From an optimization exercise on the open Yosys and OpenROAD flow, aimed at small area; shortcuts taken in it are not production practice. In this exercise RTL edits were held to simulation tests only and were not proved equivalent to the original.

File: flow/run.sh
#!/bin/bash
# synth_recipe.tcl (not shown) runs the flow's synth.tcl, then flattens the netlist and writes it again
# the make line also repeats each setting of config.mk as NAME=value (left out here)
make -C /OpenROAD-flow-scripts/flow DESIGN_CONFIG=/design/flow/config.mk WORK_HOME=/design/flow/orfs CLKGATE_MAP_FILE= SYNTH_SCRIPT=/design/flow/synth_recipe.tcl finish
File: flow/config.mk
export PLATFORM = sky130hd
export DESIGN_NAME = eth_crc32_gen
export DESIGN_NICKNAME = eth_crc32_gen
export VERILOG_FILES = /design/flow/design.v
export SDC_FILE = /design/flow/constraint.sdc
export NUM_CORES = 4
export LEC_CHECK = 0
export CAP_MARGIN = 20
export CORE_MARGIN = 2
export CORE_UTILIZATION = 40
export SETUP_SLACK_MARGIN = 0.4
export SLEW_MARGIN = 20
export SYNTH_HIERARCHICAL = 1
export SYNTH_MINIMUM_KEEP_SIZE = 0
File: flow/constraint.sdc
create_clock -name core_clock -period 9.0 [get_ports {clk}]
set_input_delay 1.8000 -clock core_clock [delete_from_list [all_inputs] [get_ports {clk}]]
set_output_delay 1.8000 -clock core_clock [all_outputs]
set_load 0.01 [all_outputs]
File: flow/design.v
module eth_crc32_gen (
  input         clk,
  input         rst_n,
  input         data_vld,
  input         data_eop,
  input         data_sop,
  input  [63:0] data_in,
  input  [2:0]  data_be,
  output [31:0] crc_out,
  output reg    crc_vld
);
  reg  [31:0] crc_n;
  wire [31:0] crc_d_n;
  wire [7:0]  sel;      
  wire        nsop;
  cg_dec u_dec (.be(data_be), .sop(data_sop), .sel(sel), .nsop(nsop));
  wire [63:0] y;
  wire [31:0] sd;       
  assign y[63:32] = data_in[63:32];
  genvar g;
  generate for (g = 0; g < 32; g = g + 1) begin : sg
    cg_nd2 un (.a(crc_n[g]), .b(nsop), .y(sd[g]));
    cg_x2 ux (.a(data_in[g]), .b(sd[g]), .y(y[g]));
  end endgenerate
  wire [63:0] xs;
  generate for (g = 0; g < 8; g = g + 1) begin : lg
    cg_lane0 u0 (.y({y[0+g]}), .s(sel[0:0]), .x(xs[0+g]));
    cg_lane1 u1 (.y({y[0+g], y[8+g]}), .s(sel[1:0]), .x(xs[8+g]));
    cg_lane2 u2 (.y({y[0+g], y[8+g], y[16+g]}), .s(sel[2:0]), .x(xs[16+g]));
    cg_lane3 u3 (.y({y[0+g], y[8+g], y[16+g], y[24+g]}), .s(sel[3:0]), .x(xs[24+g]));
    cg_lane4 u4 (.y({y[0+g], y[8+g], y[16+g], y[24+g], y[32+g]}), .s(sel[4:0]), .x(xs[32+g]));
    cg_lane5 u5 (.y({y[0+g], y[8+g], y[16+g], y[24+g], y[32+g], y[40+g]}), .s(sel[5:0]), .x(xs[40+g]));
    cg_lane6 u6 (.y({y[0+g], y[8+g], y[16+g], y[24+g], y[32+g], y[40+g], y[48+g]}), .s(sel[6:0]), .x(xs[48+g]));
    cg_lane7 u7 (.y({y[0+g], y[8+g], y[16+g], y[24+g], y[32+g], y[40+g], y[48+g], y[56+g]}), .s(sel[7:0]), .x(xs[56+g]));
  end endgenerate
  wire [23:0] tl;
  generate for (g = 0; g < 8; g = g + 1) begin : tg
    cg_lane2 u0 (.y({sd[8+g], sd[16+g], sd[24+g]}), .s(sel[7:5]), .x(tl[g]));
    cg_lane1 u1 (.y({sd[16+g], sd[24+g]}), .s(sel[7:6]), .x(tl[8+g]));
    cg_lane0 u2 (.y(sd[24+g]), .s(sel[7]), .x(tl[16+g]));
  end endgenerate
  wire t88; cg_x2 ux88 (.a(xs[3]), .b(xs[13]), .y(t88));
  wire t89; cg_x2 ux89 (.a(xs[11]), .b(xs[12]), .y(t89));
  wire t90; cg_x2 ux90 (.a(xs[19]), .b(xs[39]), .y(t90));
  wire t91; cg_x2 ux91 (.a(xs[5]), .b(xs[32]), .y(t91));
  wire t92; cg_x2 ux92 (.a(xs[6]), .b(xs[16]), .y(t92));
  wire t93; cg_x2 ux93 (.a(xs[4]), .b(xs[9]), .y(t93));
  wire t94; cg_x2 ux94 (.a(xs[7]), .b(xs[36]), .y(t94));
  wire t95; cg_x2 ux95 (.a(xs[8]), .b(xs[37]), .y(t95));
  wire t96; cg_x2 ux96 (.a(xs[10]), .b(xs[56]), .y(t96));
  wire t97; cg_x2 ux97 (.a(xs[27]), .b(xs[54]), .y(t97));
  wire t98; cg_x2 ux98 (.a(xs[30]), .b(xs[55]), .y(t98));
  wire t99; cg_x2 ux99 (.a(xs[47]), .b(t88), .y(t99));
  wire t100; cg_x2 ux100 (.a(xs[31]), .b(xs[61]), .y(t100));
  wire t101; cg_x2 ux101 (.a(xs[35]), .b(xs[38]), .y(t101));
  wire t102; cg_x2 ux102 (.a(xs[34]), .b(xs[58]), .y(t102));
  wire t103; cg_x2 ux103 (.a(xs[1]), .b(xs[14]), .y(t103));
  wire t104; cg_x2 ux104 (.a(xs[51]), .b(t90), .y(t104));
  wire t105; cg_x2 ux105 (.a(xs[2]), .b(xs[15]), .y(t105));
  wire t106; cg_x2 ux106 (.a(xs[17]), .b(xs[63]), .y(t106));
  wire t107; cg_x2 ux107 (.a(xs[41]), .b(t89), .y(t107));
  wire t108; cg_x2 ux108 (.a(xs[50]), .b(xs[62]), .y(t108));
  wire t109; cg_x2 ux109 (.a(xs[25]), .b(xs[45]), .y(t109));
  wire t110; cg_x2 ux110 (.a(xs[60]), .b(t93), .y(t110));
  wire t111; cg_x2 ux111 (.a(xs[23]), .b(xs[43]), .y(t111));
  wire t112; cg_x2 ux112 (.a(xs[20]), .b(xs[40]), .y(t112));
  wire t113; cg_x2 ux113 (.a(xs[22]), .b(xs[59]), .y(t113));
  wire t114; cg_x2 ux114 (.a(xs[26]), .b(xs[53]), .y(t114));
  wire t115; cg_x2 ux115 (.a(xs[24]), .b(xs[44]), .y(t115));
  wire t116; cg_x2 ux116 (.a(xs[0]), .b(xs[57]), .y(t116));
  wire t117; cg_x2 ux117 (.a(xs[49]), .b(t91), .y(t117));
  wire t118; cg_x2 ux118 (.a(xs[46]), .b(t94), .y(t118));
  wire t119; cg_x2 ux119 (.a(xs[48]), .b(t98), .y(t119));
  wire t120; cg_x2 ux120 (.a(xs[33]), .b(xs[42]), .y(t120));
  wire t121; cg_x2 ux121 (.a(xs[21]), .b(t107), .y(t121));
  wire t122; cg_x2 ux122 (.a(xs[52]), .b(t112), .y(t122));
  wire t123; cg_x2 ux123 (.a(t92), .b(t101), .y(t123));
  wire t124; cg_x2 ux124 (.a(t97), .b(t117), .y(t124));
  wire t125; cg_x2 ux125 (.a(xs[18]), .b(xs[29]), .y(t125));
  wire t126; cg_x2 ux126 (.a(xs[63]), .b(t95), .y(t126));
  wire t127; cg_x2 ux127 (.a(xs[12]), .b(t111), .y(t127));
  wire t128; cg_x2 ux128 (.a(xs[34]), .b(t105), .y(t128));
  wire t129; cg_x2 ux129 (.a(t96), .b(t100), .y(t129));
  wire t130; cg_x2 ux130 (.a(xs[21]), .b(t115), .y(t130));
  wire t131; cg_x2 ux131 (.a(xs[28]), .b(xs[35]), .y(t131));
  wire t132; cg_x2 ux132 (.a(xs[18]), .b(xs[38]), .y(t132));
  wire t133; cg_x2 ux133 (.a(t106), .b(t108), .y(t133));
  wire t134; cg_x2 ux134 (.a(t110), .b(t119), .y(t134));
  wire t135; cg_x2 ux135 (.a(xs[32]), .b(t103), .y(t135));
  wire t136; cg_x2 ux136 (.a(xs[11]), .b(t109), .y(t136));
  wire t137; cg_x2 ux137 (.a(xs[13]), .b(t116), .y(t137));
  wire t138; cg_x2 ux138 (.a(t124), .b(t126), .y(t138));
  wire t139; cg_x2 ux139 (.a(xs[0]), .b(t131), .y(t139));
  wire t140; cg_x2 ux140 (.a(xs[16]), .b(xs[25]), .y(t140));
  wire t141; cg_x2 ux141 (.a(xs[7]), .b(t102), .y(t141));
  wire t142; cg_x2 ux142 (.a(xs[31]), .b(xs[59]), .y(t142));
  wire t143; cg_x2 ux143 (.a(xs[3]), .b(t122), .y(t143));
  wire t144; cg_x2 ux144 (.a(t104), .b(t125), .y(t144));
  wire t145; cg_x2 ux145 (.a(xs[30]), .b(t104), .y(t145));
  wire t146; cg_x2 ux146 (.a(xs[61]), .b(t120), .y(t146));
  wire t147; cg_x2 ux147 (.a(xs[60]), .b(t121), .y(t147));
  wire t148; cg_x2 ux148 (.a(xs[2]), .b(t137), .y(t148));
  wire t149; cg_x2 ux149 (.a(xs[14]), .b(xs[39]), .y(t149));
  wire t150; cg_x2 ux150 (.a(t118), .b(t133), .y(t150));
  wire t151; cg_x2 ux151 (.a(xs[45]), .b(xs[54]), .y(t151));
  wire t152; cg_x2 ux152 (.a(xs[35]), .b(xs[42]), .y(t152));
  wire t153; cg_x2 ux153 (.a(xs[44]), .b(xs[46]), .y(t153));
  wire t154; cg_x2 ux154 (.a(t114), .b(t118), .y(t154));
  wire t155; cg_x2 ux155 (.a(xs[62]), .b(t88), .y(t155));
  wire t156; cg_x2 ux156 (.a(xs[5]), .b(xs[39]), .y(t156));
  wire t157; cg_x2 ux157 (.a(xs[24]), .b(t89), .y(t157));
  wire t158; cg_x2 ux158 (.a(t110), .b(t113), .y(t158));
  wire t159; cg_x2 ux159 (.a(xs[43]), .b(xs[57]), .y(t159));
  wire t160; cg_x2 ux160 (.a(xs[8]), .b(t99), .y(t160));
  wire t161; cg_x2 ux161 (.a(t96), .b(t103), .y(t161));
  wire t162; cg_x2 ux162 (.a(xs[26]), .b(xs[28]), .y(t162));
  wire t163; cg_x2 ux163 (.a(xs[29]), .b(t97), .y(t163));
  wire t164; cg_x2 ux164 (.a(xs[52]), .b(t140), .y(t164));
  wire t165; cg_x2 ux165 (.a(xs[15]), .b(t92), .y(t165));
  wire t166; cg_x2 ux166 (.a(xs[20]), .b(t127), .y(t166));
  wire t167; cg_x2 ux167 (.a(xs[10]), .b(t102), .y(t167));
  wire t168; cg_x2 ux168 (.a(xs[54]), .b(t116), .y(t168));
  wire t169; cg_x2 ux169 (.a(xs[55]), .b(t141), .y(t169));
  wire t170; cg_x2 ux170 (.a(xs[17]), .b(xs[37]), .y(t170));
  wire t171; cg_x2 ux171 (.a(t123), .b(t147), .y(t171));
  wire t172; cg_x2 ux172 (.a(xs[4]), .b(xs[33]), .y(t172));
  wire t173; cg_x2 ux173 (.a(t111), .b(t132), .y(t173));
  wire t174; cg_x2 ux174 (.a(xs[47]), .b(t138), .y(t174));
  wire t175; cg_x2 ux175 (.a(xs[57]), .b(t129), .y(t175));
  wire t176; cg_x2 ux176 (.a(t94), .b(t170), .y(t176));
  wire t177; cg_x2 ux177 (.a(xs[40]), .b(t95), .y(t177));
  wire t178; cg_x2 ux178 (.a(t113), .b(t157), .y(t178));
  wire t179; cg_x2 ux179 (.a(t109), .b(t172), .y(t179));
  wire t180; cg_x2 ux180 (.a(xs[45]), .b(t160), .y(t180));
  wire t181; cg_x2 ux181 (.a(t104), .b(t165), .y(t181));
  wire t182; cg_x2 ux182 (.a(xs[37]), .b(xs[50]), .y(t182));
  wire t183; cg_x2 ux183 (.a(t135), .b(t159), .y(t183));
  wire t184; cg_x2 ux184 (.a(t139), .b(t142), .y(t184));
  wire t185; cg_x2 ux185 (.a(xs[56]), .b(t169), .y(t185));
  wire t186; cg_x2 ux186 (.a(t99), .b(t164), .y(t186));
  wire t187; cg_x2 ux187 (.a(xs[28]), .b(xs[34]), .y(t187));
  wire t188; cg_x2 ux188 (.a(xs[23]), .b(t154), .y(t188));
  wire t189; cg_x2 ux189 (.a(t117), .b(t175), .y(t189));
  wire t190; cg_x2 ux190 (.a(t106), .b(t125), .y(t190));
  wire t191; cg_x2 ux191 (.a(t129), .b(t134), .y(t191));
  wire t192; cg_x2 ux192 (.a(xs[1]), .b(xs[36]), .y(t192));
  wire t193; cg_x2 ux193 (.a(t124), .b(t132), .y(t193));
  wire t194; cg_x2 ux194 (.a(xs[52]), .b(xs[60]), .y(t194));
  wire t195; cg_x2 ux195 (.a(t112), .b(t156), .y(t195));
  wire t196; cg_x2 ux196 (.a(xs[36]), .b(xs[41]), .y(t196));
  wire t197; cg_x2 ux197 (.a(xs[6]), .b(xs[23]), .y(t197));
  wire t198; cg_x2 ux198 (.a(t105), .b(t130), .y(t198));
  wire t199; cg_x2 ux199 (.a(t135), .b(t167), .y(t199));
  wire t200; cg_x2 ux200 (.a(xs[7]), .b(t153), .y(t200));
  wire t201; cg_x2 ux201 (.a(t122), .b(t155), .y(t201));
  wire t202; cg_x2 ux202 (.a(xs[58]), .b(t151), .y(t202));
  wire t203; cg_x2 ux203 (.a(t114), .b(t152), .y(t203));
  wire t204; cg_x2 ux204 (.a(xs[42]), .b(t171), .y(t204));
  wire t205; cg_x2 ux205 (.a(xs[19]), .b(t200), .y(t205));
  wire t206; cg_x2 ux206 (.a(xs[9]), .b(t185), .y(t206));
  wire t207; cg_x2 ux207 (.a(xs[15]), .b(xs[48]), .y(t207));
  wire t208; cg_x2 ux208 (.a(xs[61]), .b(t194), .y(t208));
  wire t209; cg_x2 ux209 (.a(t136), .b(t193), .y(t209));
  wire t210; cg_x2 ux210 (.a(xs[48]), .b(t93), .y(t210));
  wire t211; cg_x2 ux211 (.a(t99), .b(t101), .y(t211));
  wire t212; cg_x2 ux212 (.a(xs[46]), .b(t98), .y(t212));
  wire t213; cg_x2 ux213 (.a(t150), .b(t210), .y(t213));
  wire t214; cg_x2 ux214 (.a(t90), .b(t158), .y(t214));
  wire t215; cg_x2 ux215 (.a(xs[43]), .b(xs[59]), .y(t215));
  wire t216; cg_x2 ux216 (.a(xs[58]), .b(t108), .y(t216));
  wire t217; cg_x2 ux217 (.a(t119), .b(t208), .y(t217));
  wire t218; cg_x2 ux218 (.a(t94), .b(t161), .y(t218));
  wire t219; cg_x2 ux219 (.a(t128), .b(t205), .y(t219));
  wire t220; cg_x2 ux220 (.a(xs[2]), .b(xs[28]), .y(t220));
  wire t221; cg_x2 ux221 (.a(xs[22]), .b(t103), .y(t221));
  wire t222; cg_x2 ux222 (.a(t99), .b(t130), .y(t222));
  wire t223; cg_x2 ux223 (.a(t91), .b(t217), .y(t223));
  wire t224; cg_x2 ux224 (.a(t128), .b(t144), .y(t224));
  wire t225; cg_x2 ux225 (.a(t162), .b(t174), .y(t225));
  wire t226; cg_x2 ux226 (.a(xs[32]), .b(xs[51]), .y(t226));
  wire t227; cg_x2 ux227 (.a(t121), .b(t184), .y(t227));
  wire t228; cg_x2 ux228 (.a(t91), .b(t168), .y(t228));
  wire t229; cg_x2 ux229 (.a(xs[13]), .b(t207), .y(t229));
  wire t230; cg_x2 ux230 (.a(xs[24]), .b(t100), .y(t230));
  wire t231; cg_x2 ux231 (.a(t163), .b(t178), .y(t231));
  wire t232; cg_x2 ux232 (.a(t105), .b(t120), .y(t232));
  wire t233; cg_x2 ux233 (.a(t113), .b(t173), .y(t233));
  wire t234; cg_x2 ux234 (.a(xs[17]), .b(t143), .y(t234));
  wire t235; cg_x2 ux235 (.a(xs[5]), .b(t145), .y(t235));
  wire t236; cg_x2 ux236 (.a(xs[4]), .b(xs[29]), .y(t236));
  wire t237; cg_x2 ux237 (.a(t106), .b(t181), .y(t237));
  wire t238; cg_x2 ux238 (.a(xs[22]), .b(t204), .y(t238));
  wire t239; cg_x2 ux239 (.a(t146), .b(t148), .y(t239));
  wire t240; cg_x2 ux240 (.a(xs[1]), .b(xs[20]), .y(t240));
  wire t241; cg_x2 ux241 (.a(t114), .b(t190), .y(t241));
  wire t242; cg_x2 ux242 (.a(xs[62]), .b(t166), .y(t242));
  wire t243; cg_x2 ux243 (.a(xs[11]), .b(xs[33]), .y(t243));
  wire t244; cg_x2 ux244 (.a(t243), .b(xs[36]), .y(t244));
  wire t245; cg_x2 ux245 (.a(t244), .b(tl[0]), .y(t245));
  wire t246; cg_x2 ux246 (.a(t245), .b(t90), .y(t246));
  wire t247; cg_x2 ux247 (.a(t246), .b(t93), .y(t247));
  wire t248; cg_x2 ux248 (.a(t247), .b(t97), .y(t248));
  wire t249; cg_x2 ux249 (.a(t248), .b(t119), .y(t249));
  wire t250; cg_x2 ux250 (.a(t249), .b(t123), .y(t250));
  wire t251; cg_x2 ux251 (.a(t250), .b(t199), .y(t251));
  cg_x2 uo0 (.a(t251), .b(t234), .y(crc_d_n[0]));
  wire t252; cg_x2 ux252 (.a(xs[18]), .b(xs[49]), .y(t252));
  wire t253; cg_x2 ux253 (.a(t252), .b(xs[53]), .y(t253));
  wire t254; cg_x2 ux254 (.a(t253), .b(xs[55]), .y(t254));
  wire t255; cg_x2 ux255 (.a(t254), .b(tl[1]), .y(t255));
  wire t256; cg_x2 ux256 (.a(t255), .b(t96), .y(t256));
  wire t257; cg_x2 ux257 (.a(t256), .b(t128), .y(t257));
  wire t258; cg_x2 ux258 (.a(t257), .b(t172), .y(t258));
  wire t259; cg_x2 ux259 (.a(t258), .b(t176), .y(t259));
  wire t260; cg_x2 ux260 (.a(t259), .b(t195), .y(t260));
  cg_xn2 uo1 (.a(t260), .b(t227), .y(crc_d_n[1]));
  wire t261; cg_x2 ux261 (.a(xs[19]), .b(xs[34]), .y(t261));
  wire t262; cg_x2 ux262 (.a(t261), .b(xs[50]), .y(t262));
  wire t263; cg_x2 ux263 (.a(t262), .b(xs[56]), .y(t263));
  wire t264; cg_x2 ux264 (.a(t263), .b(tl[2]), .y(t264));
  wire t265; cg_x2 ux265 (.a(t264), .b(t88), .y(t265));
  wire t266; cg_x2 ux266 (.a(t265), .b(t125), .y(t266));
  wire t267; cg_x2 ux267 (.a(t266), .b(t177), .y(t267));
  wire t268; cg_x2 ux268 (.a(t267), .b(t192), .y(t268));
  wire t269; cg_x2 ux269 (.a(t268), .b(t228), .y(t269));
  cg_x2 uo2 (.a(t269), .b(t238), .y(crc_d_n[2]));
  wire t270; cg_x2 ux270 (.a(xs[6]), .b(xs[41]), .y(t270));
  wire t271; cg_x2 ux271 (.a(t270), .b(xs[58]), .y(t271));
  wire t272; cg_x2 ux272 (.a(t271), .b(tl[3]), .y(t272));
  wire t273; cg_x2 ux273 (.a(t272), .b(t93), .y(t273));
  wire t274; cg_x2 ux274 (.a(t273), .b(t98), .y(t274));
  wire t275; cg_x2 ux275 (.a(t274), .b(t101), .y(t275));
  wire t276; cg_x2 ux276 (.a(t275), .b(t104), .y(t276));
  wire t277; cg_x2 ux277 (.a(t276), .b(t166), .y(t277));
  wire t278; cg_x2 ux278 (.a(t277), .b(t176), .y(t278));
  wire t279; cg_x2 ux279 (.a(t278), .b(t221), .y(t279));
  cg_xn2 uo3 (.a(t279), .b(t239), .y(crc_d_n[3]));
  wire t280; cg_x2 ux280 (.a(xs[0]), .b(xs[42]), .y(t280));
  wire t281; cg_x2 ux281 (.a(t280), .b(tl[4]), .y(t281));
  wire t282; cg_x2 ux282 (.a(t281), .b(t95), .y(t282));
  wire t283; cg_x2 ux283 (.a(t282), .b(t102), .y(t283));
  wire t284; cg_x2 ux284 (.a(t283), .b(t142), .y(t284));
  wire t285; cg_x2 ux285 (.a(t284), .b(t156), .y(t285));
  wire t286; cg_x2 ux286 (.a(t285), .b(t173), .y(t286));
  wire t287; cg_x2 ux287 (.a(t286), .b(t198), .y(t287));
  wire t288; cg_x2 ux288 (.a(t287), .b(t201), .y(t288));
  cg_x2 uo4 (.a(t288), .b(t218), .y(crc_d_n[4]));
  wire t289; cg_x2 ux289 (.a(xs[3]), .b(xs[40]), .y(t289));
  wire t290; cg_x2 ux290 (.a(t289), .b(xs[41]), .y(t290));
  wire t291; cg_x2 ux291 (.a(t290), .b(xs[53]), .y(t291));
  wire t292; cg_x2 ux292 (.a(t291), .b(tl[5]), .y(t292));
  wire t293; cg_x2 ux293 (.a(t292), .b(t123), .y(t293));
  wire t294; cg_x2 ux294 (.a(t293), .b(t126), .y(t294));
  wire t295; cg_x2 ux295 (.a(t294), .b(t136), .y(t295));
  wire t296; cg_x2 ux296 (.a(t295), .b(t183), .y(t296));
  wire t297; cg_x2 ux297 (.a(t296), .b(t198), .y(t297));
  cg_xn2 uo5 (.a(t297), .b(t214), .y(crc_d_n[5]));
  wire t298; cg_x2 ux298 (.a(xs[26]), .b(xs[27]), .y(t298));
  wire t299; cg_x2 ux299 (.a(t298), .b(tl[6]), .y(t299));
  wire t300; cg_x2 ux300 (.a(t299), .b(t107), .y(t300));
  wire t301; cg_x2 ux301 (.a(t300), .b(t109), .y(t301));
  wire t302; cg_x2 ux302 (.a(t301), .b(t152), .y(t302));
  wire t303; cg_x2 ux303 (.a(t302), .b(t197), .y(t303));
  wire t304; cg_x2 ux304 (.a(t303), .b(t219), .y(t304));
  wire t305; cg_x2 ux305 (.a(t304), .b(t221), .y(t305));
  cg_x2 uo6 (.a(t305), .b(t223), .y(crc_d_n[6]));
  wire t306; cg_x2 ux306 (.a(xs[27]), .b(xs[49]), .y(t306));
  wire t307; cg_x2 ux307 (.a(t306), .b(xs[56]), .y(t307));
  wire t308; cg_x2 ux308 (.a(t307), .b(tl[7]), .y(t308));
  wire t309; cg_x2 ux309 (.a(t308), .b(t92), .y(t309));
  wire t310; cg_x2 ux310 (.a(t309), .b(t139), .y(t310));
  wire t311; cg_x2 ux311 (.a(t310), .b(t154), .y(t311));
  wire t312; cg_x2 ux312 (.a(t311), .b(t180), .y(t312));
  wire t313; cg_x2 ux313 (.a(t312), .b(t230), .y(t313));
  wire t314; cg_x2 ux314 (.a(t313), .b(t232), .y(t314));
  cg_x2 uo7 (.a(t314), .b(t242), .y(crc_d_n[7]));
  wire t315; cg_x2 ux315 (.a(tl[8]), .b(t95), .y(t315));
  wire t316; cg_x2 ux316 (.a(t315), .b(t140), .y(t316));
  wire t317; cg_x2 ux317 (.a(t316), .b(t163), .y(t317));
  wire t318; cg_x2 ux318 (.a(t317), .b(t183), .y(t318));
  wire t319; cg_x2 ux319 (.a(t318), .b(t187), .y(t319));
  wire t320; cg_x2 ux320 (.a(t319), .b(t213), .y(t320));
  cg_x2 uo8 (.a(t320), .b(t222), .y(crc_d_n[8]));
  wire t321; cg_x2 ux321 (.a(xs[22]), .b(xs[44]), .y(t321));
  wire t322; cg_x2 ux322 (.a(t321), .b(tl[9]), .y(t322));
  wire t323; cg_x2 ux323 (.a(t322), .b(t92), .y(t323));
  wire t324; cg_x2 ux324 (.a(t323), .b(t136), .y(t324));
  wire t325; cg_x2 ux325 (.a(t324), .b(t143), .y(t325));
  wire t326; cg_x2 ux326 (.a(t325), .b(t192), .y(t326));
  wire t327; cg_x2 ux327 (.a(t326), .b(t224), .y(t327));
  cg_xn2 uo9 (.a(t327), .b(t225), .y(crc_d_n[9]));
  wire t328; cg_x2 ux328 (.a(xs[29]), .b(xs[39]), .y(t328));
  wire t329; cg_x2 ux329 (.a(t328), .b(tl[10]), .y(t329));
  wire t330; cg_x2 ux330 (.a(t329), .b(t121), .y(t330));
  wire t331; cg_x2 ux331 (.a(t330), .b(t151), .y(t331));
  wire t332; cg_x2 ux332 (.a(t331), .b(t182), .y(t332));
  wire t333; cg_x2 ux333 (.a(t332), .b(t188), .y(t333));
  wire t334; cg_x2 ux334 (.a(t333), .b(t199), .y(t334));
  cg_x2 uo10 (.a(t334), .b(t220), .y(crc_d_n[10]));
  wire t335; cg_x2 ux335 (.a(xs[51]), .b(tl[11]), .y(t335));
  wire t336; cg_x2 ux336 (.a(t335), .b(t177), .y(t336));
  wire t337; cg_x2 ux337 (.a(t336), .b(t211), .y(t337));
  wire t338; cg_x2 ux338 (.a(t337), .b(t212), .y(t338));
  wire t339; cg_x2 ux339 (.a(t338), .b(t231), .y(t339));
  cg_x2 uo11 (.a(t339), .b(t232), .y(crc_d_n[11]));
  wire t340; cg_x2 ux340 (.a(xs[31]), .b(xs[38]), .y(t340));
  wire t341; cg_x2 ux341 (.a(t340), .b(xs[56]), .y(t341));
  wire t342; cg_x2 ux342 (.a(t341), .b(tl[12]), .y(t342));
  wire t343; cg_x2 ux343 (.a(t342), .b(t127), .y(t343));
  wire t344; cg_x2 ux344 (.a(t343), .b(t134), .y(t344));
  wire t345; cg_x2 ux345 (.a(t344), .b(t149), .y(t345));
  wire t346; cg_x2 ux346 (.a(t345), .b(t186), .y(t346));
  wire t347; cg_x2 ux347 (.a(t346), .b(t187), .y(t347));
  cg_xn2 uo12 (.a(t347), .b(t196), .y(crc_d_n[12]));
  wire t348; cg_x2 ux348 (.a(xs[40]), .b(tl[13]), .y(t348));
  wire t349; cg_x2 ux349 (.a(t348), .b(t115), .y(t349));
  wire t350; cg_x2 ux350 (.a(t349), .b(t149), .y(t350));
  wire t351; cg_x2 ux351 (.a(t350), .b(t170), .y(t351));
  wire t352; cg_x2 ux352 (.a(t351), .b(t189), .y(t352));
  wire t353; cg_x2 ux353 (.a(t352), .b(t203), .y(t353));
  wire t354; cg_x2 ux354 (.a(t353), .b(t229), .y(t354));
  cg_x2 uo13 (.a(t354), .b(t236), .y(crc_d_n[13]));
  wire t355; cg_x2 ux355 (.a(xs[14]), .b(xs[30]), .y(t355));
  wire t356; cg_x2 ux356 (.a(t355), .b(xs[33]), .y(t356));
  wire t357; cg_x2 ux357 (.a(t356), .b(xs[40]), .y(t357));
  wire t358; cg_x2 ux358 (.a(t357), .b(tl[14]), .y(t358));
  wire t359; cg_x2 ux359 (.a(t358), .b(t159), .y(t359));
  wire t360; cg_x2 ux360 (.a(t359), .b(t165), .y(t360));
  wire t361; cg_x2 ux361 (.a(t360), .b(t196), .y(t361));
  wire t362; cg_x2 ux362 (.a(t361), .b(t209), .y(t362));
  cg_xn2 uo14 (.a(t362), .b(t216), .y(crc_d_n[14]));
  wire t363; cg_x2 ux363 (.a(xs[12]), .b(xs[41]), .y(t363));
  wire t364; cg_x2 ux364 (.a(t363), .b(tl[15]), .y(t364));
  wire t365; cg_x2 ux365 (.a(t364), .b(t120), .y(t365));
  wire t366; cg_x2 ux366 (.a(t365), .b(t142), .y(t366));
  wire t367; cg_x2 ux367 (.a(t366), .b(t153), .y(t367));
  wire t368; cg_x2 ux368 (.a(t367), .b(t162), .y(t368));
  wire t369; cg_x2 ux369 (.a(t368), .b(t169), .y(t369));
  wire t370; cg_x2 ux370 (.a(t369), .b(t182), .y(t370));
  cg_x2 uo15 (.a(t370), .b(t237), .y(crc_d_n[15]));
  wire t371; cg_x2 ux371 (.a(xs[6]), .b(xs[11]), .y(t371));
  wire t372; cg_x2 ux372 (.a(t371), .b(tl[16]), .y(t372));
  wire t373; cg_x2 ux373 (.a(t372), .b(t120), .y(t373));
  wire t374; cg_x2 ux374 (.a(t373), .b(t134), .y(t374));
  wire t375; cg_x2 ux375 (.a(t374), .b(t144), .y(t375));
  wire t376; cg_x2 ux376 (.a(t375), .b(t160), .y(t376));
  wire t377; cg_x2 ux377 (.a(t376), .b(t202), .y(t377));
  wire t378; cg_x2 ux378 (.a(t377), .b(t215), .y(t378));
  cg_xn2 uo16 (.a(t378), .b(t218), .y(crc_d_n[16]));
  wire t379; cg_x2 ux379 (.a(xs[5]), .b(xs[14]), .y(t379));
  wire t380; cg_x2 ux380 (.a(t379), .b(xs[49]), .y(t380));
  wire t381; cg_x2 ux381 (.a(t380), .b(tl[17]), .y(t381));
  wire t382; cg_x2 ux382 (.a(t381), .b(t89), .y(t382));
  wire t383; cg_x2 ux383 (.a(t382), .b(t95), .y(t383));
  wire t384; cg_x2 ux384 (.a(t383), .b(t116), .y(t384));
  wire t385; cg_x2 ux385 (.a(t384), .b(t122), .y(t385));
  wire t386; cg_x2 ux386 (.a(t385), .b(t191), .y(t386));
  wire t387; cg_x2 ux387 (.a(t386), .b(t215), .y(t387));
  cg_xn2 uo17 (.a(t387), .b(t219), .y(crc_d_n[17]));
  wire t388; cg_x2 ux388 (.a(xs[9]), .b(xs[15]), .y(t388));
  wire t389; cg_x2 ux389 (.a(t388), .b(xs[44]), .y(t389));
  wire t390; cg_x2 ux390 (.a(t389), .b(xs[53]), .y(t390));
  wire t391; cg_x2 ux391 (.a(t390), .b(tl[18]), .y(t391));
  wire t392; cg_x2 ux392 (.a(t391), .b(t171), .y(t392));
  wire t393; cg_x2 ux393 (.a(t392), .b(t180), .y(t393));
  wire t394; cg_x2 ux394 (.a(t393), .b(t189), .y(t394));
  wire t395; cg_x2 ux395 (.a(t394), .b(t216), .y(t395));
  cg_xn2 uo18 (.a(t395), .b(t240), .y(crc_d_n[18]));
  wire t396; cg_x2 ux396 (.a(xs[10]), .b(xs[21]), .y(t396));
  wire t397; cg_x2 ux397 (.a(t396), .b(tl[19]), .y(t397));
  wire t398; cg_x2 ux398 (.a(t397), .b(t89), .y(t398));
  wire t399; cg_x2 ux399 (.a(t398), .b(t92), .y(t399));
  wire t400; cg_x2 ux400 (.a(t399), .b(t113), .y(t400));
  wire t401; cg_x2 ux401 (.a(t400), .b(t149), .y(t401));
  wire t402; cg_x2 ux402 (.a(t401), .b(t202), .y(t402));
  wire t403; cg_x2 ux403 (.a(t402), .b(t213), .y(t403));
  wire t404; cg_x2 ux404 (.a(t403), .b(t226), .y(t404));
  cg_xn2 uo19 (.a(t404), .b(t239), .y(crc_d_n[19]));
  wire t405; cg_x2 ux405 (.a(xs[18]), .b(tl[20]), .y(t405));
  wire t406; cg_x2 ux406 (.a(t405), .b(t118), .y(t406));
  wire t407; cg_x2 ux407 (.a(t406), .b(t123), .y(t407));
  wire t408; cg_x2 ux408 (.a(t407), .b(t145), .y(t408));
  wire t409; cg_x2 ux409 (.a(t408), .b(t158), .y(t409));
  wire t410; cg_x2 ux410 (.a(t409), .b(t174), .y(t410));
  wire t411; cg_x2 ux411 (.a(t410), .b(t229), .y(t411));
  cg_x2 uo20 (.a(t411), .b(t242), .y(crc_d_n[20]));
  wire t412; cg_x2 ux412 (.a(xs[1]), .b(xs[4]), .y(t412));
  wire t413; cg_x2 ux413 (.a(t412), .b(xs[11]), .y(t413));
  wire t414; cg_x2 ux414 (.a(t413), .b(xs[23]), .y(t414));
  wire t415; cg_x2 ux415 (.a(t414), .b(xs[30]), .y(t415));
  wire t416; cg_x2 ux416 (.a(t415), .b(xs[50]), .y(t416));
  wire t417; cg_x2 ux417 (.a(t416), .b(xs[60]), .y(t417));
  wire t418; cg_x2 ux418 (.a(t417), .b(tl[21]), .y(t418));
  wire t419; cg_x2 ux419 (.a(t418), .b(t100), .y(t419));
  wire t420; cg_x2 ux420 (.a(t419), .b(t138), .y(t420));
  wire t421; cg_x2 ux421 (.a(t420), .b(t139), .y(t421));
  wire t422; cg_x2 ux422 (.a(t421), .b(t141), .y(t422));
  cg_x2 uo21 (.a(t422), .b(t222), .y(crc_d_n[21]));
  wire t423; cg_x2 ux423 (.a(xs[8]), .b(xs[16]), .y(t423));
  wire t424; cg_x2 ux424 (.a(t423), .b(tl[22]), .y(t424));
  wire t425; cg_x2 ux425 (.a(t424), .b(t100), .y(t425));
  wire t426; cg_x2 ux426 (.a(t425), .b(t108), .y(t426));
  wire t427; cg_x2 ux427 (.a(t426), .b(t109), .y(t427));
  wire t428; cg_x2 ux428 (.a(t427), .b(t167), .y(t428));
  wire t429; cg_x2 ux429 (.a(t428), .b(t220), .y(t429));
  wire t430; cg_x2 ux430 (.a(t429), .b(t231), .y(t430));
  wire t431; cg_x2 ux431 (.a(t430), .b(t234), .y(t431));
  cg_x2 uo22 (.a(t431), .b(t235), .y(crc_d_n[22]));
  wire t432; cg_x2 ux432 (.a(xs[25]), .b(tl[23]), .y(t432));
  wire t433; cg_x2 ux433 (.a(t432), .b(t110), .y(t433));
  wire t434; cg_x2 ux434 (.a(t433), .b(t197), .y(t434));
  wire t435; cg_x2 ux435 (.a(t434), .b(t201), .y(t435));
  wire t436; cg_x2 ux436 (.a(t435), .b(t212), .y(t436));
  wire t437; cg_x2 ux437 (.a(t436), .b(t226), .y(t437));
  wire t438; cg_x2 ux438 (.a(t437), .b(t227), .y(t438));
  cg_xn2 uo23 (.a(t438), .b(t241), .y(crc_d_n[23]));
  wire t439; cg_x2 ux439 (.a(xs[48]), .b(t99), .y(t439));
  wire t440; cg_x2 ux440 (.a(t439), .b(t195), .y(t440));
  wire t441; cg_x2 ux441 (.a(t440), .b(t206), .y(t441));
  wire t442; cg_x2 ux442 (.a(t441), .b(t230), .y(t442));
  wire t443; cg_x2 ux443 (.a(t442), .b(t238), .y(t443));
  cg_xn2 uo24 (.a(t443), .b(t241), .y(crc_d_n[24]));
  wire t444; cg_x2 ux444 (.a(xs[8]), .b(xs[49]), .y(t444));
  wire t445; cg_x2 ux445 (.a(t444), .b(xs[57]), .y(t445));
  wire t446; cg_x2 ux446 (.a(t445), .b(t121), .y(t446));
  wire t447; cg_x2 ux447 (.a(t446), .b(t146), .y(t447));
  wire t448; cg_x2 ux448 (.a(t447), .b(t155), .y(t448));
  wire t449; cg_x2 ux449 (.a(t448), .b(t164), .y(t449));
  wire t450; cg_x2 ux450 (.a(t449), .b(t206), .y(t450));
  wire t451; cg_x2 ux451 (.a(t450), .b(t233), .y(t451));
  cg_x2 uo25 (.a(t451), .b(t240), .y(crc_d_n[25]));
  wire t452; cg_x2 ux452 (.a(xs[8]), .b(xs[14]), .y(t452));
  wire t453; cg_x2 ux453 (.a(t452), .b(t96), .y(t453));
  wire t454; cg_x2 ux454 (.a(t453), .b(t102), .y(t454));
  wire t455; cg_x2 ux455 (.a(t454), .b(t127), .y(t455));
  wire t456; cg_x2 ux456 (.a(t455), .b(t130), .y(t456));
  wire t457; cg_x2 ux457 (.a(t456), .b(t133), .y(t457));
  wire t458; cg_x2 ux458 (.a(t457), .b(t148), .y(t458));
  wire t459; cg_x2 ux459 (.a(t458), .b(t203), .y(t459));
  cg_xn2 uo26 (.a(t459), .b(t214), .y(crc_d_n[26]));
  wire t460; cg_x2 ux460 (.a(xs[34]), .b(t115), .y(t460));
  wire t461; cg_x2 ux461 (.a(t460), .b(t137), .y(t461));
  wire t462; cg_x2 ux462 (.a(t461), .b(t179), .y(t462));
  wire t463; cg_x2 ux463 (.a(t462), .b(t223), .y(t463));
  wire t464; cg_x2 ux464 (.a(t463), .b(t233), .y(t464));
  cg_xn2 uo27 (.a(t464), .b(t237), .y(crc_d_n[27]));
  wire t465; cg_x2 ux465 (.a(xs[3]), .b(xs[62]), .y(t465));
  wire t466; cg_x2 ux466 (.a(t465), .b(t115), .y(t466));
  wire t467; cg_x2 ux467 (.a(t466), .b(t188), .y(t467));
  wire t468; cg_x2 ux468 (.a(t467), .b(t191), .y(t468));
  cg_xn2 uo28 (.a(t468), .b(t209), .y(crc_d_n[28]));
  wire t469; cg_x2 ux469 (.a(xs[6]), .b(xs[46]), .y(t469));
  wire t470; cg_x2 ux470 (.a(t469), .b(xs[55]), .y(t470));
  wire t471; cg_x2 ux471 (.a(t470), .b(t90), .y(t471));
  wire t472; cg_x2 ux472 (.a(t471), .b(t108), .y(t472));
  wire t473; cg_x2 ux473 (.a(t472), .b(t157), .y(t473));
  wire t474; cg_x2 ux474 (.a(t473), .b(t175), .y(t474));
  wire t475; cg_x2 ux475 (.a(t474), .b(t179), .y(t475));
  cg_xn2 uo29 (.a(t475), .b(t225), .y(crc_d_n[29]));
  wire t476; cg_x2 ux476 (.a(xs[12]), .b(xs[26]), .y(t476));
  wire t477; cg_x2 ux477 (.a(t476), .b(t131), .y(t477));
  wire t478; cg_x2 ux478 (.a(t477), .b(t150), .y(t478));
  wire t479; cg_x2 ux479 (.a(t478), .b(t161), .y(t479));
  wire t480; cg_x2 ux480 (.a(t479), .b(t168), .y(t480));
  wire t481; cg_x2 ux481 (.a(t480), .b(t186), .y(t481));
  wire t482; cg_x2 ux482 (.a(t481), .b(t235), .y(t482));
  cg_x2 uo30 (.a(t482), .b(t236), .y(crc_d_n[30]));
  wire t483; cg_x2 ux483 (.a(xs[9]), .b(xs[10]), .y(t483));
  wire t484; cg_x2 ux484 (.a(t483), .b(xs[16]), .y(t484));
  wire t485; cg_x2 ux485 (.a(t484), .b(xs[31]), .y(t485));
  wire t486; cg_x2 ux486 (.a(t485), .b(xs[33]), .y(t486));
  wire t487; cg_x2 ux487 (.a(t486), .b(t114), .y(t487));
  wire t488; cg_x2 ux488 (.a(t487), .b(t126), .y(t488));
  wire t489; cg_x2 ux489 (.a(t488), .b(t211), .y(t489));
  wire t490; cg_x2 ux490 (.a(t489), .b(t224), .y(t490));
  cg_x2 uo31 (.a(t490), .b(t228), .y(crc_d_n[31]));
  always @(posedge clk) begin
    crc_n   <= crc_d_n;
    crc_vld <= rst_n & data_vld & data_eop;
  end
  assign crc_out = crc_n;
endmodule
module cg_dec (input [2:0] be, input sop, output [7:0] sel, output nsop);
  assign sel[0] = (be == 3'd0);
  assign sel[1] = (be == 3'd7);
  assign sel[2] = (be == 3'd6);
  assign sel[3] = (be == 3'd5);
  assign sel[4] = (be == 3'd4);
  assign sel[5] = (be == 3'd3);
  assign sel[6] = (be == 3'd2);
  assign sel[7] = (be == 3'd1);
  assign nsop = ~sop;
endmodule
module cg_nd2 (input a, input b, output y);
  assign y = ~(a & b);
endmodule
module cg_lane0 (input [0:0] y, input [0:0] s, output x);
  assign x = ~((s[0] & y[0]));
endmodule
module cg_lane1 (input [1:0] y, input [1:0] s, output x);
  assign x = ((s[0] & y[0]) | (s[1] & y[1]));
endmodule
module cg_lane2 (input [2:0] y, input [2:0] s, output x);
  assign x = ~((s[0] & y[0]) | (s[1] & y[1]) | (s[2] & y[2]));
endmodule
module cg_lane3 (input [3:0] y, input [3:0] s, output x);
  assign x = ((s[0] & y[0]) | (s[1] & y[1]) | (s[2] & y[2]) | (s[3] & y[3]));
endmodule
module cg_lane4 (input [4:0] y, input [4:0] s, output x);
  assign x = ((s[0] & y[0]) | (s[1] & y[1]) | (s[2] & y[2]) | (s[3] & y[3]) | (s[4] & y[4]));
endmodule
module cg_lane5 (input [5:0] y, input [5:0] s, output x);
  assign x = ((s[0] & y[0]) | (s[1] & y[1]) | (s[2] & y[2]) | (s[3] & y[3]) | (s[4] & y[4]) | (s[5] & y[5]));
endmodule
module cg_lane6 (input [6:0] y, input [6:0] s, output x);
  assign x = ((s[0] & y[0]) | (s[1] & y[1]) | (s[2] & y[2]) | (s[3] & y[3]) | (s[4] & y[4]) | (s[5] & y[5]) | (s[6] & y[6]));
endmodule
module cg_lane7 (input [7:0] y, input [7:0] s, output x);
  assign x = ((s[0] & y[0]) | (s[1] & y[1]) | (s[2] & y[2]) | (s[3] & y[3]) | (s[4] & y[4]) | (s[5] & y[5]) | (s[6] & y[6]) | (s[7] & y[7]));
endmodule
module cg_x2 (input a, input b, output y);
  assign y = a ^ b;
endmodule
module cg_xn2 (input a, input b, output y);
  assign y = ~(a ^ b);
endmodule
==> results by group, run 1 <==
Setup path
  • Setup crit end kind: flop
  • Worst setup path category: primary input to flop
  • Crit path DAT: 6.98 ns
  • Crit. Startpoint: data_sop
  • FF-to-FF path depth: 13
  • R2R Setup Slk: about 4.6 ns
  • CP startpoint kind: primary input
  • Reg2reg end: crc_n[18]
  • CP max FO: 17
  • Reg2Reg Launch Point: crc_n[12]
  • Worst path required time: 9.16 ns
  • Worst setup path end: crc_n[18]

Cells and area
  • # diodes: 0
  • Share of layout cells above drive strength 1: 3.56%
  • Util after Layout: between 50% and 60%
  • Most frequent cells in the layout: 451 x xor2_1, 104 x clkdlybuf4s50_1, 96 x a22oi_1, 64 x nand2_1, 33 x dfxtp_1
  • Nets: about 940
  • Layout area overhead: 24.9%
  • Total of fill cells in the finished design: about 1.6k
  • Post-Layout Inst Area: between 7000 and 8000 um2
  • Sequential Area: between 600 and 700 um2
  • Area of the multi-input gates: between 5000 and 6000 um2
  • Most common cell after layout, fill and taps aside: xor2_1

Die
  • Chip height: between 100 and 150 um
  • Initial core utilization: 40.6%
  • Core area: roughly 16,000 um2
  • Num ports: 105
  • Full die area: 17,000 um2
  • Chip width: 130 um
  • # rows: 46

Synth
  • Yosys Warn Count: 7
  • Synth Register Bits: 33
  • Syn Nets: just over 800
  • Cells after Synth: 742
  • Sequential element share of the synthesized area: about 10%
  • Yosys cell types: 15
  • Syn avg cell area: ~8.6 um2
  • Mapped Area: approximately 6400 um2

Timing
  • Worst Clk Skew: 0.0168 ns
  • FMAX: around 0.15 GHz
  • Setup TNS: 0 ns
  • Hold WS: around 1.1 ns
  • Fin. Hold Viols: 0
  • Tcrit/Tclk final: 75.8%
  • Minimum clock period: around 7 ns
  • RSZ-0062 raised after global routing: no
  • Final WS setup: roughly 2.2 ns
  • Measured slew at the worst slew-check pin: roughly 1.0 ns
  • Slew Limit Fails: 0
  • Final setup violation count: 0
  • Relative slew slack: 31.5%

Run
  • MaxCap Viol Count: 0

CTS
  • Root buffer cell: clkbuf_16
  • # hold bufs at CTS: 0
  • # Post-CTS Setup Buffers: 0
  • Clk pin slew, worst setup/hold paths: ~0.06 ns
  • Deepest clock path buffer count: 2
  • Clock Latency Late Sink: ~0.30 ns
  • Max H-tree Level: 2
  • TritonCTS clock tree: yes
  • CTS Buf Count: 5
  • CTS resizes: 0
  • CTS sink count: 33

Global routing
  • First-pass GRT wire length: between 40,000 and 50,000 um
  • Vias in the first global route: between 6k and 7k
  • Largest net degree at the start of global routing: 65
  • Tot GR Track Use: between 30% and 40%
  • Total grt overflow: 0
  • Initial antenna violation count: 0

Place
  • Post-DP HPWL: 22,300 um
  • Setup WS pre-CTS: 1.87 ns
  • GP Congestion: around 1.0
  • Port Buffers: 104
  • Post-DP Area: ~8000 um2

Routing
  • Iter 0 DRT Violations: 862
  • TritonRoute pass-1 iters: 6
  • Final ANT Viol Nets: 0
  • Vias/cell: between 5 and 6
  • DRC viols: 0
  • Routed wire length: around 28,000 um
  • Drt wl/cell: about 26 um
  • Vias: 6,366

Min path
  • Worst min path class: flop to flop

Status
  • Status: no timing/DRC/antenna violations
==> state kept, by name (all words and copies together), names as in the netlist <==
signal	count
crc_n	32
crc_vld	1
==> modules after synthesis, one instance, submodules excluded, excerpt <==
module / copies in the design / cell area [um2]
cg_lane7: 8 / 36.3
cg_lane1: 16 / 8.76
cg_x2: 451 / 8.76
cg_lane2: 16 / 10.0
cg_xn2: 16 / 8.76
cg_lane5: 8 / 27.5
cg_lane6: 8 / 30.0
==> how the worst min path moves through the flow <==
stage,from,endpoint,slack [ns],depth (start not counted)
after floorplan,crc_n[2],crc_n[10],0.96,5
after global placement,crc_n[2],crc_n[10],1.13,5
after detailed placement,crc_n[2],crc_n[10],1.12,5
after CTS,crc_n[2],crc_n[10],1.13,5
after global routing,crc_n[2],crc_n[10],1.22,5
final,crc_n[2],crc_n[10],1.13,5
==> synthesized netlist by cell type <==
master / count / area, um2
and3_1: 1 / 6.26
nand2_1: 64 / 240
nor3_1: 1 / 5.00
inv_1: 1 / 3.75
and3_2: 1 / 7.51
xnor2_1: 16 / 140
nor3b_1: 3 / 22.5
a22o_1: 16 / 140
and3b_2: 3 / 30.0
xor2_1: 451 / 3950
a222oi_1: 32 / 320
nand3_1: 16 / 80.1
a22oi_1: 96 / 721
dfxtp_1: 33 / 661
nand4_1: 8 / 50.1
==> layout make-up <==
type                    count  share of cell area [%]
multi-input cells         708                    72.0
repair buffers            120                    14.5
flip-flops and latches     33                    8.29
well taps                 216                    3.39
clock buffers               6                    1.62
clock inverters             2                   0.126
inverters                   1                  0.0471
==> worst max-delay path, cell delays in order <==
cell and delay, ns:
clkdlybuf4s50_1 0.41, inv_1 0.50, buf_4 0.37, nand2_1 0.09
xor2_1 0.59, a22o_1 0.42, xor2_1 0.45, xor2_1 0.34
xor2_1 0.65, xor2_1 0.23, xor2_1 0.28, xor2_1 0.20
xor2_1 0.19, xor2_1 0.18, xor2_1 0.19, xnor2_1 0.08
==> stage by stage <==
step	cells
floorplan	742
global placement	1077
detailed placement	1078
CTS	1086
global route	1086
finish	1086
==> metal layers <==
layer / vias to the layer above / routed length, um / track usage (%)
met5: - / 0 / 0
met1: 2990 / 12000 / 46.7
li1: 2891 / - / -
met4: 0 / 1100 / 12.8
met2: 420 / 11700 / 48.0
met3: 65 / 3000 / 7.87
==> logic make-up after synthesis <==
kind of cell	after synthesis	synth area share (%)
AND/OR/NAND/NOR	97	6.93
XOR/XNOR	467	64.1
flip-flops	33	10.4
buffers and inverters	1	0.0588
AO/OA/AOI/OAI	144	18.5
==> run 2: changes to the inputs <==
==> flow/flow/run.sh (new file) <==
#!/bin/bash
# The standard layout, except that the port buffers are plain buf_1 cells
# (buffer_ports otherwise picks clkdlybuf4s50_1, which is 2.7x larger).
# Every port still gets its own buffer. All output goes to standard.log.
set -euo pipefail
export BUFFER_PORTS_ARGS="-buffer_cell sky130_fd_sc_hd__buf_1"
bash standard.sh > standard.log 2>&1
==> flow/standard.sh (new file) <==
#!/bin/bash
# synth_recipe.tcl (not shown) runs the flow's synth.tcl, then flattens the netlist and writes it again
# the make line also repeats each setting of config.mk as NAME=value (left out here)
make -C /OpenROAD-flow-scripts/flow DESIGN_CONFIG=/design/flow/config.mk WORK_HOME=/design/flow/orfs CLKGATE_MAP_FILE= SYNTH_SCRIPT=/design/flow/synth_recipe.tcl "${@:-finish}"
removed: flow/run.sh
==> results by group, run 2 <==
Place
  • Setup WS pre-CTS: 2.43 ns (+0.565 ns)
  • GP Congestion: 1.12 (+6.7%)
  • Post-DP Area: 7170 um2 (-8.4%)
  • Port Buffers: 104 (unchanged)
  • Inst Count DP: 1,074 (-0.37%)
  • Post-DP HPWL: 21,500 um (-3.6%)

Cells and area
  • Nets: 937 (-0.43%)
  • Total of fill cells in the finished design: 1,607 (+2.5%)
  • Share of layout cells above drive strength 1: 3.12% (-0.45 points)
  • Number of flip-flops in the largest register: 32 (unchanged)
  • # diodes: 0 (unchanged)
  • Final Non-Filler Cells: 1,082 (-0.37%)
  • Most frequent cells in the layout: 451 x xor2_1, 104 x buf_1, 96 x a22oi_1, 64 x nand2_1, 33 x dfxtp_1
  • Layout area overhead: 14.6%
  • Top flop regs: crc_n: 32 flops, crc_vld: 1 flops
  • Post-Layout Inst Area: 7310 um2 (-8.3%)
  • Biggest register: crc_n
  • Most common cell after layout, fill and taps aside: xor2_1

Synth
  • Cells after Synth: 742 (unchanged)
  • Yosys cell types: 15 (unchanged)
  • Synth top area share: 61.9% (unchanged)
  • Main combinational cell family by area after synthesis: XOR/XNOR gates
  • Async set-or-reset flop fraction in the synthesized netlist: 0% (unchanged)
  • Post-Synth XOR/XNOR Area: 64.1% (unchanged)
  • Synth Area in Adders: 0% (unchanged)
  • Largest area contributor in the netlist: xor2_1
  • Post-synthesis mux area share: 0% (unchanged)
  • Synth Register Bits: 33 (unchanged)
  • Mapped Area: 6380 um2 (unchanged)
  • Sequential element share of the synthesized area: 10.4% (unchanged)
  • Most frequent cells after synthesis: 451 x xor2_1, 96 x a22oi_1, 64 x nand2_1
  • Yosys Warn Count: 7 (unchanged)
  • Synth Flop Type: dfxtp_1
  • Number of flops mapped to enable cells by yosys: 0 (unchanged)
  • Largest cells by area after synthesis: xor2_1 62%, a22oi_1 11%, dfxtp_1 10%, a222oi_1 5.0%, nand2_1 3.8%
  • Syn avg cell area: 8.59 um2 (unchanged)
  • Simple-gate portion of the synthesized area: 6.93% (unchanged)
  • Most common cell in the netlist: xor2_1
  • Compound-gate portion of the synthesized area: 18.5% (unchanged)
  • Syn Nets: 814 (unchanged)

Routing
  • Routed wire length: 26,700 um (-4.1%)
  • TritonRoute pass-1 iters: 8 (+2)
  • Vias: 6,386 (+0.31%)
  • DRC viols: 0 (unchanged)
  • Iter 0 DRT Violations: 818 (-5.1%)
  • Drt wl/cell: 24.7 um (-3.7%)
  • Vias/cell: 5.90 (+0.69%)
  • Final ANT Viol Nets: 0 (unchanged)

Timing
  • Final setup violation count: 0 (unchanged)
  • RSZ-0062 raised after global routing: no
  • Worst Clk Skew: 0.0150 ns (-0.00173 ns)
  • Setup TNS: 0 ns (unchanged)
  • Minimum clock period: 6.40 ns (-0.420 ns)
  • Final WS setup: 2.60 ns (+0.420 ns)
  • Fin. Hold Viols: 0 (unchanged)
  • FMAX: 0.156 GHz (+6.6%)
  • Slew Limit Fails: 0 (unchanged)
  • Relative slew slack: 29.6% (-1.8 points)
  • Tcrit/Tclk final: 71.1% (-4.7 points)
  • Measured slew at the worst slew-check pin: 1.06 ns (+0.0274 ns)

CTS
  • Root buffer cell: clkbuf_16
  • # hold bufs at CTS: 0 (unchanged)
  • Max H-tree Level: 2 (unchanged)
  • Deepest clock path buffer count: 2 (unchanged)
  • TritonCTS clock tree: yes
  • Clk pin slew, worst setup/hold paths: 0.06 ns (about the same)
  • CTS sink count: 33 (unchanged)
  • # Post-CTS Setup Buffers: 0 (unchanged)
  • CTS Buf Count: 5 (unchanged)
  • CTS resizes: 0 (unchanged)
  • Clock Latency Late Sink: 0.30 ns (about the same)

Global routing
  • Largest net degree at the start of global routing: 65 (unchanged)
  • Vias in the first global route: 5,878 (-2.6%)
  • First-pass GRT wire length: 38,400 um (-4.5%)
  • Total grt overflow: 0 (unchanged)
  • Tot GR Track Use: 31.0% (-2.0 points)
  • Initial antenna violation count: 0 (unchanged)

Run
  • MaxCap Viol Count: 0 (unchanged)

Setup path
  • R2R Setup Slk: 4.57 ns (-0.03 ns)
  • Worst path required time: 9.19 ns (+0.03 ns)
  • CP Cell Sequence: buf_1 -> inv_1 -> buf_16 -> nand2_1 -> xor2_1 -> a22o_1 -> xor2_1 -> xor2_1 -> xor2_1 -> xor2_1 -> xor2_1 -> xor2_1 -> xor2_1 -> xor2_1 -> xor2_1 -> xor2_1
  • Crit. Startpoint: data_sop
  • FF-to-FF path depth: 13 (unchanged)
  • Reg2Reg Launch Point: crc_n[3]
  • CP startpoint kind: primary input
  • Worst setup path end: crc_n[25]
  • CP peak stage delay: 0.62 ns (-0.03 ns)
  • Slowest cell on the critical path: xor2_1
  • Most used cell, CP: xor2_1
  • Worst setup path category: primary input to flop
  • Crit path DAT: 6.60 ns (-0.38 ns)
  • Reg2reg end: crc_n[25]
  • CP max FO: 18 (+1)
  • Setup crit end kind: flop

Die
  • Core area: 15,700 um2 (unchanged)
  • Chip width: 130 um (unchanged)
  • Full die area: 17,000 um2 (unchanged)
  • Chip height: 130 um (unchanged)
  • Initial core utilization: 40.6% (unchanged)
  • Num ports: 105 (unchanged)
  • # rows: 46 (unchanged)

Status
  • Status: no timing/DRC/antenna violations

Min path
  • Worst min path class: flop to flop
## run 2: worst min path at each step
stage,slack (ns),startpoint,end,depth (start not counted)
final,1.20,crc_n[2],crc_n[10],5
after global routing,1.24,crc_n[2],crc_n[10],5
after CTS,1.19,crc_n[2],crc_n[10],5
after detailed placement,1.19,crc_n[2],crc_n[10],5
after global placement,1.14,crc_n[2],crc_n[10],5
after floorplan,0.96,crc_n[2],crc_n[10],5
## run 2: layout make-up
cell class              instances  area, um2  area share [%]
clock inverters                 2       10.0           0.137
well taps                     216        270            3.70
repair buffers                116        500            6.85
inverters                       1       3.75          0.0514
clock buffers                   6        129            1.76
multi-input cells             708       5730            78.5
flip-flops and latches         33        661            9.04
## run 2: per-module statistics from Yosys, one instance, submodules excluded, excerpt
| module | area (um2) | flops+latches | times used |
|---|---|---|---|
| cg_x2 | 8.76 | 0 | 451 |
| cg_lane4 | 21.3 | 0 | 8 |
| cg_lane6 | 30.0 | 0 | 8 |
| cg_dec | 68.8 | 0 | 1 |
| cg_lane0 | 3.75 | 0 | 16 |
| cg_lane1 | 8.76 | 0 | 16 |
| cg_lane3 | 18.8 | 0 | 8 |
| cg_lane7 | 36.3 | 0 | 8 |
| cg_xn2 | 8.76 | 0 | 16 |
| cg_lane2 | 10.0 | 0 | 16 |
## run 2: through the flow
stage / utilization (%) / hold WS [ns]
floorplan: - / 0.961
finish: 46.5 / 1.20
global route: 46.5 / 1.24
detailed placement: 45.6 / 1.19
CTS: 46.5 / 1.19
global placement: 45.4 / 1.14
## run 2: per-layer routing
layer	track usage (%)	part of all wire [%]	vias to the layer above	wire, um
met2	45.7	43	437	11400
met5	0	0	-	0
met4	12.1	3.9	0	1040
li1	-	-	2875	-
met3	6.68	10	72	2780
met1	43.8	43	3002	11400
## run 2: cells by family (layout without fill, tap and decap cells)
group	count (synthesis)	after routing
buffers and inverters	1	125
and+or+nand+nor	97	97
AOI/OAI and AO/OA	144	144
xor gates and xnor gates	467	467
DFF	33	33
## run 2: worst max-delay path: cells and delay by family
| family | cells | cell delay [ns] |
|---|---|---|
| compound gates | 1 | 0.43 |
| xor+xnor | 11 | 3.50 |
| buf+inv | 3 | 0.77 |
| simple gates | 1 | 0.07 |

-- port drivers added, routing unchanged --
The results above use ideal ports. As a check the final layouts listed here were re-extracted and re-timed, cells and wires unchanged. Step 1 assumes that a clkbuf_16 drives the clock port and a buf_2 every other input. Step 2, shift: input delay + t, output delay - t, t = (earliest + latest rising clock arrival at the registers) / 2. This alone moves slack from input paths to output paths. Slacks: ideal / step 1 / step 2; pairs: ideal / step 1.
| run | shift t [ns] | setup slack, ns | clock arrival spread, ns | worst data-port slew with drivers (ns) |
|---|---|---|---|---|
| run 1 | 0.335 | 2.178 / 2.191 / 1.856 | 0.017 / 0.016 | 0.04 |
| run 2 | 0.329 | 2.598 / 2.618 / 2.290 | 0.015 / 0.015 | 0.04 |
After both steps every run listed still meets setup and hold. The setup slack of run 1, which loses most, moves by +0.013 ns with the drivers and by -0.322 ns with both steps.
